From an optimization exercise on the open Yosys and OpenROAD flow, aimed at small area, a short achievable clock period and few clock cycles per item; shortcuts taken in it are not production practice. RTL that was checked went through simulation tests only; none was proved equivalent to the original. Power is estimated from default activity; no workload was simulated.

==> flow/design.v <==
module register_file #(
    parameter DATA_WIDTH = 32,
    parameter NUM_REGS   = 16
)(
    input                       clk,
    input                       rst_n,
    input                       wr_req,
    input   [3:0]               wr_sel,
    input   [DATA_WIDTH-1:0]    wr_data,
    input   [DATA_WIDTH/8-1:0]  wr_strb,
    output reg                  wr_done,
    input                       rd_req,
    input   [3:0]               rd_sel,
    output reg [DATA_WIDTH-1:0] rd_data,
    output reg                  rd_done
);
    localparam NB = DATA_WIDTH/8;
    reg [DATA_WIDTH*NUM_REGS-1:0] regs;
    reg [NUM_REGS-1:0]            valid;
    wire [DATA_WIDTH-1:0] wr_data_m;
    genvar g;
    generate
        for (g = 0; g < NB; g = g + 1) begin : g_m
            assign wr_data_m[8*g +: 8] = wr_data[8*g +: 8] & {8{wr_strb[g]}};
        end
    endgenerate
    reg [3:0] wr_lo, wr_hi, rd_lo, rd_hi;
    integer j;
    always @(*)
        for (j = 0; j < 4; j = j + 1) begin
            wr_lo[j] = wr_req && wr_sel[1:0] == j;
            wr_hi[j] = wr_sel[3:2] == j;
            rd_lo[j] = rd_sel[1:0] == j;
            rd_hi[j] = rd_sel[3:2] == j;
        end
    reg [NUM_REGS-1:0] wr_hit;
    reg [NUM_REGS-1:0] rd_hit;
    integer r, b;
    always @(*)
        for (r = 0; r < NUM_REGS; r = r + 1) begin
            wr_hit[r] = wr_lo[r % 4] && wr_hi[r / 4];
            rd_hit[r] = rd_lo[r % 4] && rd_hi[r / 4] && valid[r];
        end
    always @(posedge clk or negedge rst_n) begin
        if (!rst_n) begin
            valid   <= {NUM_REGS{1'b0}};
            wr_done <= 1'b0;
            rd_done <= 1'b0;
        end else begin
            valid   <= valid | wr_hit;
            wr_done <= wr_req;
            rd_done <= rd_req;
        end
    end
    always @(posedge clk)
        for (r = 0; r < NUM_REGS; r = r + 1)
            for (b = 0; b < NB; b = b + 1)
                if (wr_lo[r % 4] && wr_hi[r / 4] && (wr_strb[b] || !valid[r]))
                    regs[r*DATA_WIDTH + 8*b +: 8] <= wr_data_m[8*b +: 8];
    reg [DATA_WIDTH-1:0] rd_next;
    always @(*) begin
        rd_next = {DATA_WIDTH{1'b0}};
        for (r = 0; r < NUM_REGS; r = r + 1)
            rd_next = rd_next | (regs[r*DATA_WIDTH +: DATA_WIDTH] & {DATA_WIDTH{rd_hit[r]}});
    end
    always @(posedge clk)
        rd_data <= rd_next;
endmodule
module axi_system_top #
(
    parameter ADDR_WIDTH = 32,
    parameter DATA_WIDTH = 32,
    parameter NUM_REGS   = 16
)
(
    input                       aclk,
    input                       aresetn,
    input                       m_wr_req,
    input   [ADDR_WIDTH-1:0]    m_wr_addr,
    input   [DATA_WIDTH-1:0]    m_wr_data,
    input   [DATA_WIDTH/8-1:0]  m_wr_strb,
    output                      m_wr_done,
    output  [1:0]               m_wr_resp,
    input                       m_rd_req,
    input   [ADDR_WIDTH-1:0]    m_rd_addr,
    output  [DATA_WIDTH-1:0]    m_rd_data,
    output                      m_rd_done,
    output  [1:0]               m_rd_resp
);
    register_file #(
        .DATA_WIDTH (DATA_WIDTH),
        .NUM_REGS   (NUM_REGS)
    ) u_regs (
        .clk     (aclk),
        .rst_n   (aresetn),
        .wr_req  (m_wr_req),
        .wr_sel  (m_wr_addr[5:2]),
        .wr_data (m_wr_data),
        .wr_strb (m_wr_strb),
        .wr_done (m_wr_done),
        .rd_req  (m_rd_req),
        .rd_sel  (m_rd_addr[5:2]),
        .rd_data (m_rd_data),
        .rd_done (m_rd_done)
    );
    assign m_wr_resp = 2'b00;
    assign m_rd_resp = 2'b00;
endmodule
==> flow/config.mk <==
export PLATFORM = sky130hd
export DESIGN_NAME = axi_system_top
export DESIGN_NICKNAME = axi_system_top
export VERILOG_FILES = /design/flow/design.v
export SDC_FILE = /design/flow/constraint.sdc
export NUM_CORES = 4
export LEC_CHECK = 0
export CAP_MARGIN = 20
export CORE_MARGIN = 2
export CORE_UTILIZATION = 68
export CTS_CLUSTER_DIAMETER = 80
export CTS_CLUSTER_SIZE = 30
export SETUP_SLACK_MARGIN = 2.1
export SLEW_MARGIN = 20
==> flow/constraint.sdc <==
create_clock -name core_clock -period 4.0 [get_ports {aclk}]
set_input_delay 0.8000 -clock core_clock [delete_from_list [all_inputs] [get_ports {aclk}]]
set_output_delay 0.8000 -clock core_clock [all_outputs]
set_load 0.01 [all_outputs]
standard.sh (not shown) runs the stock make flow with config.mk's settings and CLKGATE_MAP_FILE= SYNTH_SCRIPT=/design/flow/synth_recipe.tcl, a recipe that flattens the netlist after the stock synthesis.
==> flow/flow/run.sh <==
#!/bin/bash
# The standard layout, with the resizer free to change a cell's footprint.
set -euo pipefail
bash standard.sh MATCH_CELL_FOOTPRINT=0 "BUFFER_PORTS_ARGS=-buffer_cell sky130_fd_sc_hd__buf_1" finish > standard.log 2>&1
The baseline finished clean.
Testbench counts at the start, summed over its fixed seeds: cycles 6,168, items 8,192.
Then changed:
--- a/flow/design.v
+++ b/flow/design.v
@@ -38,9 +38,9 @@
     integer r, b;
     always @(*)
         for (r = 0; r < NUM_REGS; r = r + 1) begin
             wr_hit[r] = wr_lo[r % 4] && wr_hi[r / 4];
-            rd_hit[r] = rd_lo[r % 4] && rd_hi[r / 4] && valid[r];
+            rd_hit[r] = rd_lo[r % 4] && rd_hi[r / 4];
         end
     always @(posedge clk or negedge rst_n) begin
         if (!rst_n) begin
             valid   <= {NUM_REGS{1'b0}};
@@ -56,14 +56,19 @@
         for (r = 0; r < NUM_REGS; r = r + 1)
             for (b = 0; b < NB; b = b + 1)
                 if (wr_lo[r % 4] && wr_hi[r / 4] && (wr_strb[b] || !valid[r]))
                     regs[r*DATA_WIDTH + 8*b +: 8] <= wr_data_m[8*b +: 8];
-    reg [DATA_WIDTH-1:0] rd_next;
+    reg [DATA_WIDTH-1:0] rd_mux;
+    reg                  rd_valid;
     always @(*) begin
-        rd_next = {DATA_WIDTH{1'b0}};
-        for (r = 0; r < NUM_REGS; r = r + 1)
-            rd_next = rd_next | (regs[r*DATA_WIDTH +: DATA_WIDTH] & {DATA_WIDTH{rd_hit[r]}});
+        rd_mux   = {DATA_WIDTH{1'b0}};
+        rd_valid = 1'b0;
+        for (r = 0; r < NUM_REGS; r = r + 1) begin
+            rd_mux   = rd_mux | (regs[r*DATA_WIDTH +: DATA_WIDTH] & {DATA_WIDTH{rd_hit[r]}});
+            rd_valid = rd_valid | (valid[r] & rd_hit[r]);
+        end
     end
+    wire [DATA_WIDTH-1:0] rd_next = rd_mux & {DATA_WIDTH{rd_valid}};
     always @(posedge clk)
         rd_data <= rd_next;
 endmodule
 module axi_system_top #
What happened: Total power goes up by a few percent; setup slack loses 0.40 ns; worst hold slack loses 0.029 ns; routed wire length goes up by about a fifth; die area goes up by a few percent.
The RTL of the second run of this note was laid out without a check of its function.

---

run 1:
Starts from the design.v that is shown in full above.
Settings: LEC_CHECK=0, CAP_MARGIN=20, CORE_MARGIN=2, CORE_UTILIZATION=60, CTS_CLUSTER_DIAMETER=80, CTS_CLUSTER_SIZE=30, SETUP_SLACK_MARGIN=2.1, SLEW_MARGIN=20; clock period 4.0 ns.
Scripts as last shown in full above: flow/flow/run.sh
Testbench counts of run 1, summed over its fixed seeds: cycles 6,168, items 8,192.
Modified inputs, run 2 compared to run 1
diff --git a/flow/design.v b/flow/design.v
--- a/flow/design.v
+++ b/flow/design.v
@@ -24,22 +24,13 @@
             assign wr_data_m[8*g +: 8] = wr_data[8*g +: 8] & {8{wr_strb[g]}};
         end
     endgenerate
-    reg [3:0] wr_lo, wr_hi, rd_lo, rd_hi;
-    integer j;
-    always @(*)
-        for (j = 0; j < 4; j = j + 1) begin
-            wr_lo[j] = wr_req && wr_sel[1:0] == j;
-            wr_hi[j] = wr_sel[3:2] == j;
-            rd_lo[j] = rd_sel[1:0] == j;
-            rd_hi[j] = rd_sel[3:2] == j;
-        end
     reg [NUM_REGS-1:0] wr_hit;
     reg [NUM_REGS-1:0] rd_hit;
     integer r, b;
     always @(*)
         for (r = 0; r < NUM_REGS; r = r + 1) begin
-            wr_hit[r] = wr_lo[r % 4] && wr_hi[r / 4];
-            rd_hit[r] = rd_lo[r % 4] && rd_hi[r / 4] && valid[r];
+            wr_hit[r] = wr_req && wr_sel == r;
+            rd_hit[r] = rd_sel == r && valid[r];
         end
     always @(posedge clk or negedge rst_n) begin
         if (!rst_n) begin
@@ -55,7 +46,7 @@
     always @(posedge clk)
         for (r = 0; r < NUM_REGS; r = r + 1)
             for (b = 0; b < NB; b = b + 1)
-                if (wr_lo[r % 4] && wr_hi[r / 4] && (wr_strb[b] || !valid[r]))
+                if (wr_hit[r] && (wr_strb[b] || !valid[r]))
                     regs[r*DATA_WIDTH + 8*b +: 8] <= wr_data_m[8*b +: 8];
     reg [DATA_WIDTH-1:0] rd_next;
     always @(*) begin
==> comparison <==
- Per-instance average area after synthesis delta (run 1 -> run 2): insignificant
- Row detailed placement HPWL: run 2 higher / run 1 lower
- Via count delta (run 2 -> run 1): insignificant
- As far as routed wire length is concerned, run 2 and run 1 perform about the same.
- Relative to run 1, setup slack decreased by 0.027 ns in run 2.
- Diff run 1..run 2 | area added between synthesis and finish | negligible
- Cell at the slowest stage of the critical path = sky130_fd_sc_hd__nand2_1: run 2; cell at the slowest stage of the critical path = sky130_fd_sc_hd__nor2b_1: run 1
- Run 2 closes out successfully: all stages finished, all timing, DRC and antenna checks passed.
- | final core utilization | run 2 vs run 1 | ≈ equal |
Testbench counts of run 2, summed over its fixed seeds: cycles 6,168, items 8,192.

---

06-22:
Starts from the design.v that is shown in full above.
Settings: LEC_CHECK=0, CAP_MARGIN=20, CORE_MARGIN=2, CORE_UTILIZATION=64, CTS_CLUSTER_DIAMETER=80, CTS_CLUSTER_SIZE=30, SETUP_SLACK_MARGIN=2.1, SLEW_MARGIN=20; clock period 4.0 ns.
Scripts as last shown in full above: flow/flow/run.sh
06-22 finished all stages; the layout is clean.
Testbench counts of 06-22, summed over its fixed seeds: cycles 6,168, items 8,192.
Inputs modified between 06-22 and 11-01:
diff --git a/flow/design.v b/flow/design.v
--- a/flow/design.v
+++ b/flow/design.v
@@ -54,18 +54,25 @@
     end
     always @(posedge clk)
         for (r = 0; r < NUM_REGS; r = r + 1)
             for (b = 0; b < NB; b = b + 1)
                 if (wr_lo[r % 4] && wr_hi[r / 4] && (wr_strb[b] || !valid[r]))
                     regs[r*DATA_WIDTH + 8*b +: 8] <= wr_data_m[8*b +: 8];
-    reg [DATA_WIDTH-1:0] rd_next;
-    always @(*) begin
-        rd_next = {DATA_WIDTH{1'b0}};
-        for (r = 0; r < NUM_REGS; r = r + 1)
-            rd_next = rd_next | (regs[r*DATA_WIDTH +: DATA_WIDTH] & {DATA_WIDTH{rd_hit[r]}});
-    end
+    wire [DATA_WIDTH-1:0] rd_p [0:7];
+    wire [DATA_WIDTH-1:0] rd_q [0:3];
+    genvar p;
+    generate
+        for (p = 0; p < 8; p = p + 1) begin : g_p
+            assign rd_p[p] = (regs[(2*p)*DATA_WIDTH +: DATA_WIDTH] & {DATA_WIDTH{rd_hit[2*p]}})
+                           | (regs[(2*p+1)*DATA_WIDTH +: DATA_WIDTH] & {DATA_WIDTH{rd_hit[2*p+1]}});
+        end
+        for (p = 0; p < 4; p = p + 1) begin : g_q
+            assign rd_q[p] = rd_p[2*p] | rd_p[2*p+1];
+        end
+    endgenerate
+    wire [DATA_WIDTH-1:0] rd_next = (rd_q[0] | rd_q[1]) | (rd_q[2] | rd_q[3]);
     always @(posedge clk)
         rd_data <= rd_next;
 endmodule
 module axi_system_top #
 (
     parameter ADDR_WIDTH = 32,
Results
Multi-input combinational gate total is lower on 11-01
Number of diodes added for antenna fixing was higher in the run labelled 11-01.
The standard cells in 11-01 occupy more silicon area than those in 06-22 do.
06-22 ended up with sky130_fd_sc_hd__nand3_1 as its cell with the biggest individual delay on the critical path; 11-01 ended up with sky130_fd_sc_hd__nor2b_1.
In the metrics for 11-01 and 06-22, the one carrying the lower vertical die dimension is 11-01.
Met1 demand-to-capacity share in global routing | 11-01 above 06-22
For 11-01, only the layout was checked, not whether the RTL still works.

---

red:
axi_system_top, a different RTL version from the one above (not shown whole).
For scale: ~1400 cells after synthesis, roughly 24000 µm² of cells after synthesis.
==> module register_file, before the edit <==
module register_file #(
    parameter DATA_WIDTH = 32,
    parameter NUM_REGS   = 16
)(
    input                       clk,
    input                       rst_n,
    input                       wr_req,
    input   [3:0]               wr_sel,
    input   [DATA_WIDTH-1:0]    wr_data,
    input   [DATA_WIDTH/8-1:0]  wr_strb,
    output reg                  wr_done,
    input                       rd_req,
    input   [3:0]               rd_sel,
    output  [DATA_WIDTH-1:0]    rd_data,
    output reg                  rd_done
);
    reg [DATA_WIDTH*NUM_REGS-1:0] regs;
    reg [3:0]                     rd_sel_q;
    integer r, b;
    always @(posedge clk or negedge rst_n) begin
        if (!rst_n) begin
            regs    <= {DATA_WIDTH*NUM_REGS{1'b0}};
            wr_done <= 1'b0;
            rd_done <= 1'b0;
        end else begin
            wr_done <= wr_req;
            rd_done <= rd_req;
            for (r = 0; r < NUM_REGS; r = r + 1)
                for (b = 0; b < DATA_WIDTH/8; b = b + 1)
                    if (wr_req && wr_sel == r && wr_strb[b])
                        regs[r*DATA_WIDTH + 8*b +: 8] <= wr_data[8*b +: 8];
        end
    end
    always @(posedge clk)
        rd_sel_q <= rd_sel;
    assign rd_data = regs[rd_sel_q*DATA_WIDTH +: DATA_WIDTH];
endmodule
clock: 4.0 ns
lec_check: 0
cap_margin: 20
core_margin: 2
core_utilization: 40
slew_margin: 20
run.sh (not shown) runs the stock make flow with config.mk's settings and CLKGATE_MAP_FILE= SYNTH_SCRIPT=/design/flow/synth_recipe.tcl, a recipe that flattens the netlist after the stock synthesis.
Stock flow here: none of the scripts above is used.
Testbench counts of red, summed over its fixed seeds: cycles 6,168, items 8,192.
#### Input delta (blue over red)
diff --git a/flow/design.v b/flow/design.v
--- a/flow/design.v
+++ b/flow/design.v
@@ -11,29 +11,51 @@
     output reg                  wr_done,
     input                       rd_req,
     input   [3:0]               rd_sel,
-    output  [DATA_WIDTH-1:0]    rd_data,
+    output reg [DATA_WIDTH-1:0] rd_data,
     output reg                  rd_done
 );
+    localparam NB = DATA_WIDTH/8;
     reg [DATA_WIDTH*NUM_REGS-1:0] regs;
-    reg [3:0]                     rd_sel_q;
+    reg [NUM_REGS-1:0]            valid;
+    wire [DATA_WIDTH-1:0] wr_data_m;
+    genvar g;
+    generate
+        for (g = 0; g < NB; g = g + 1) begin : g_m
+            assign wr_data_m[8*g +: 8] = wr_data[8*g +: 8] & {8{wr_strb[g]}};
+        end
+    endgenerate
+    reg [NUM_REGS-1:0] wr_hit;
+    reg [NUM_REGS-1:0] rd_hit;
     integer r, b;
+    always @(*)
+        for (r = 0; r < NUM_REGS; r = r + 1) begin
+            wr_hit[r] = wr_req && wr_sel == r;
+            rd_hit[r] = rd_sel == r && valid[r];
+        end
     always @(posedge clk or negedge rst_n) begin
         if (!rst_n) begin
-            regs    <= {DATA_WIDTH*NUM_REGS{1'b0}};
+            valid   <= {NUM_REGS{1'b0}};
             wr_done <= 1'b0;
             rd_done <= 1'b0;
         end else begin
+            valid   <= valid | wr_hit;
             wr_done <= wr_req;
             rd_done <= rd_req;
-            for (r = 0; r < NUM_REGS; r = r + 1)
-                for (b = 0; b < DATA_WIDTH/8; b = b + 1)
-                    if (wr_req && wr_sel == r && wr_strb[b])
-                        regs[r*DATA_WIDTH + 8*b +: 8] <= wr_data[8*b +: 8];
         end
     end
     always @(posedge clk)
-        rd_sel_q <= rd_sel;
-    assign rd_data = regs[rd_sel_q*DATA_WIDTH +: DATA_WIDTH];
+        for (r = 0; r < NUM_REGS; r = r + 1)
+            for (b = 0; b < NB; b = b + 1)
+                if (wr_hit[r] && (wr_strb[b] || !valid[r]))
+                    regs[r*DATA_WIDTH + 8*b +: 8] <= wr_data_m[8*b +: 8];
+    reg [DATA_WIDTH-1:0] rd_next;
+    always @(*) begin
+        rd_next = {DATA_WIDTH{1'b0}};
+        for (r = 0; r < NUM_REGS; r = r + 1)
+            rd_next = rd_next | (regs[r*DATA_WIDTH +: DATA_WIDTH] & {DATA_WIDTH{rd_hit[r]}});
+    end
+    always @(posedge clk)
+        rd_data <= rd_next;
 endmodule
 module axi_system_top #
 (
==> comparison <==
Register share of the cell area is lower on red
blue against red; number of non-clock buffers is up by more than a quarter.
Going from red to blue, final period utilization now sits lower; number of logic stages on the critical path including buffering now sits higher.
Of red and blue, the lower number of placed cells counting well taps belongs to blue.
Compared with red, blue shows summed area of non-filler cells in the final layout lower by 2900 µm².
Between red and blue, area after synthesis is higher for red, blue comes in under that.
Going from red to blue, wire length -3400 µm, number of well taps dropped 93.
Having completed the whole flow, blue delivered a layout that passed the timing, DRC and antenna checks.
Testbench counts of blue, summed over its fixed seeds: cycles 6,168, items 8,192.

## afterwards: timing with drivers on the ports
How much do the figures lean on ideal ports? The routed layouts below were timed once more, with nothing changed but the port constraints.
Step 1, drivers: a clkbuf_16 drives aclk and a buf_2 each remaining input, both assumed.
Step 2 moves the port delays by t, midway between the first and last clock arrival at a register: inputs arrive t later, outputs are due t later. That takes back most of the time a late clock gives input paths.
Three values: ideal, step 1, step 2; two values: the first two.
| run | t (ns) | setup slack, ns | worst setup path at the end | latest minus earliest clock arrival (ns) | worst slew at a driven data input, ns |
|---|---|---|---|---|---|
| the first run of note 1 | 0.605 | 2.106 / 2.084 / 1.494 | input to register | 0.020 / 0.019 | 0.08 |
| the second run of note 1 | 0.615 | 1.710 / 1.591 / 0.976 | input to register | 0.029 / 0.029 | 0.21 |
| run 1 | 0.615 | 2.074 / 2.065 / 1.450 | input to register | 0.017 / 0.018 | 0.07 |
| run 2 | 0.625 | 2.047 / 2.064 / 1.438 | input to register | 0.021 / 0.021 | 0.08 |
| 06-22 | 0.621 | 2.059 / 2.022 / 1.400 | input to register | 0.022 / 0.023 | 0.11 |
| 11-01 | 0.621 | 1.847 / 1.828 / 1.207 | input to register | 0.025 / 0.026 | 0.10 |
| red | 0.660 | 0.279 / 0.223 / 0.496 | input to register | 0.032 / 0.032 | 0.11 |
| blue | 0.644 | 1.114 / 1.138 / 0.494 | input to register | 0.017 / 0.018 | 0.10 |
After both steps setup and hold are still met in every run listed. The setup slack of the second run of note 1, which loses most, moves by -0.119 ns with the drivers and by -0.734 ns with both steps.
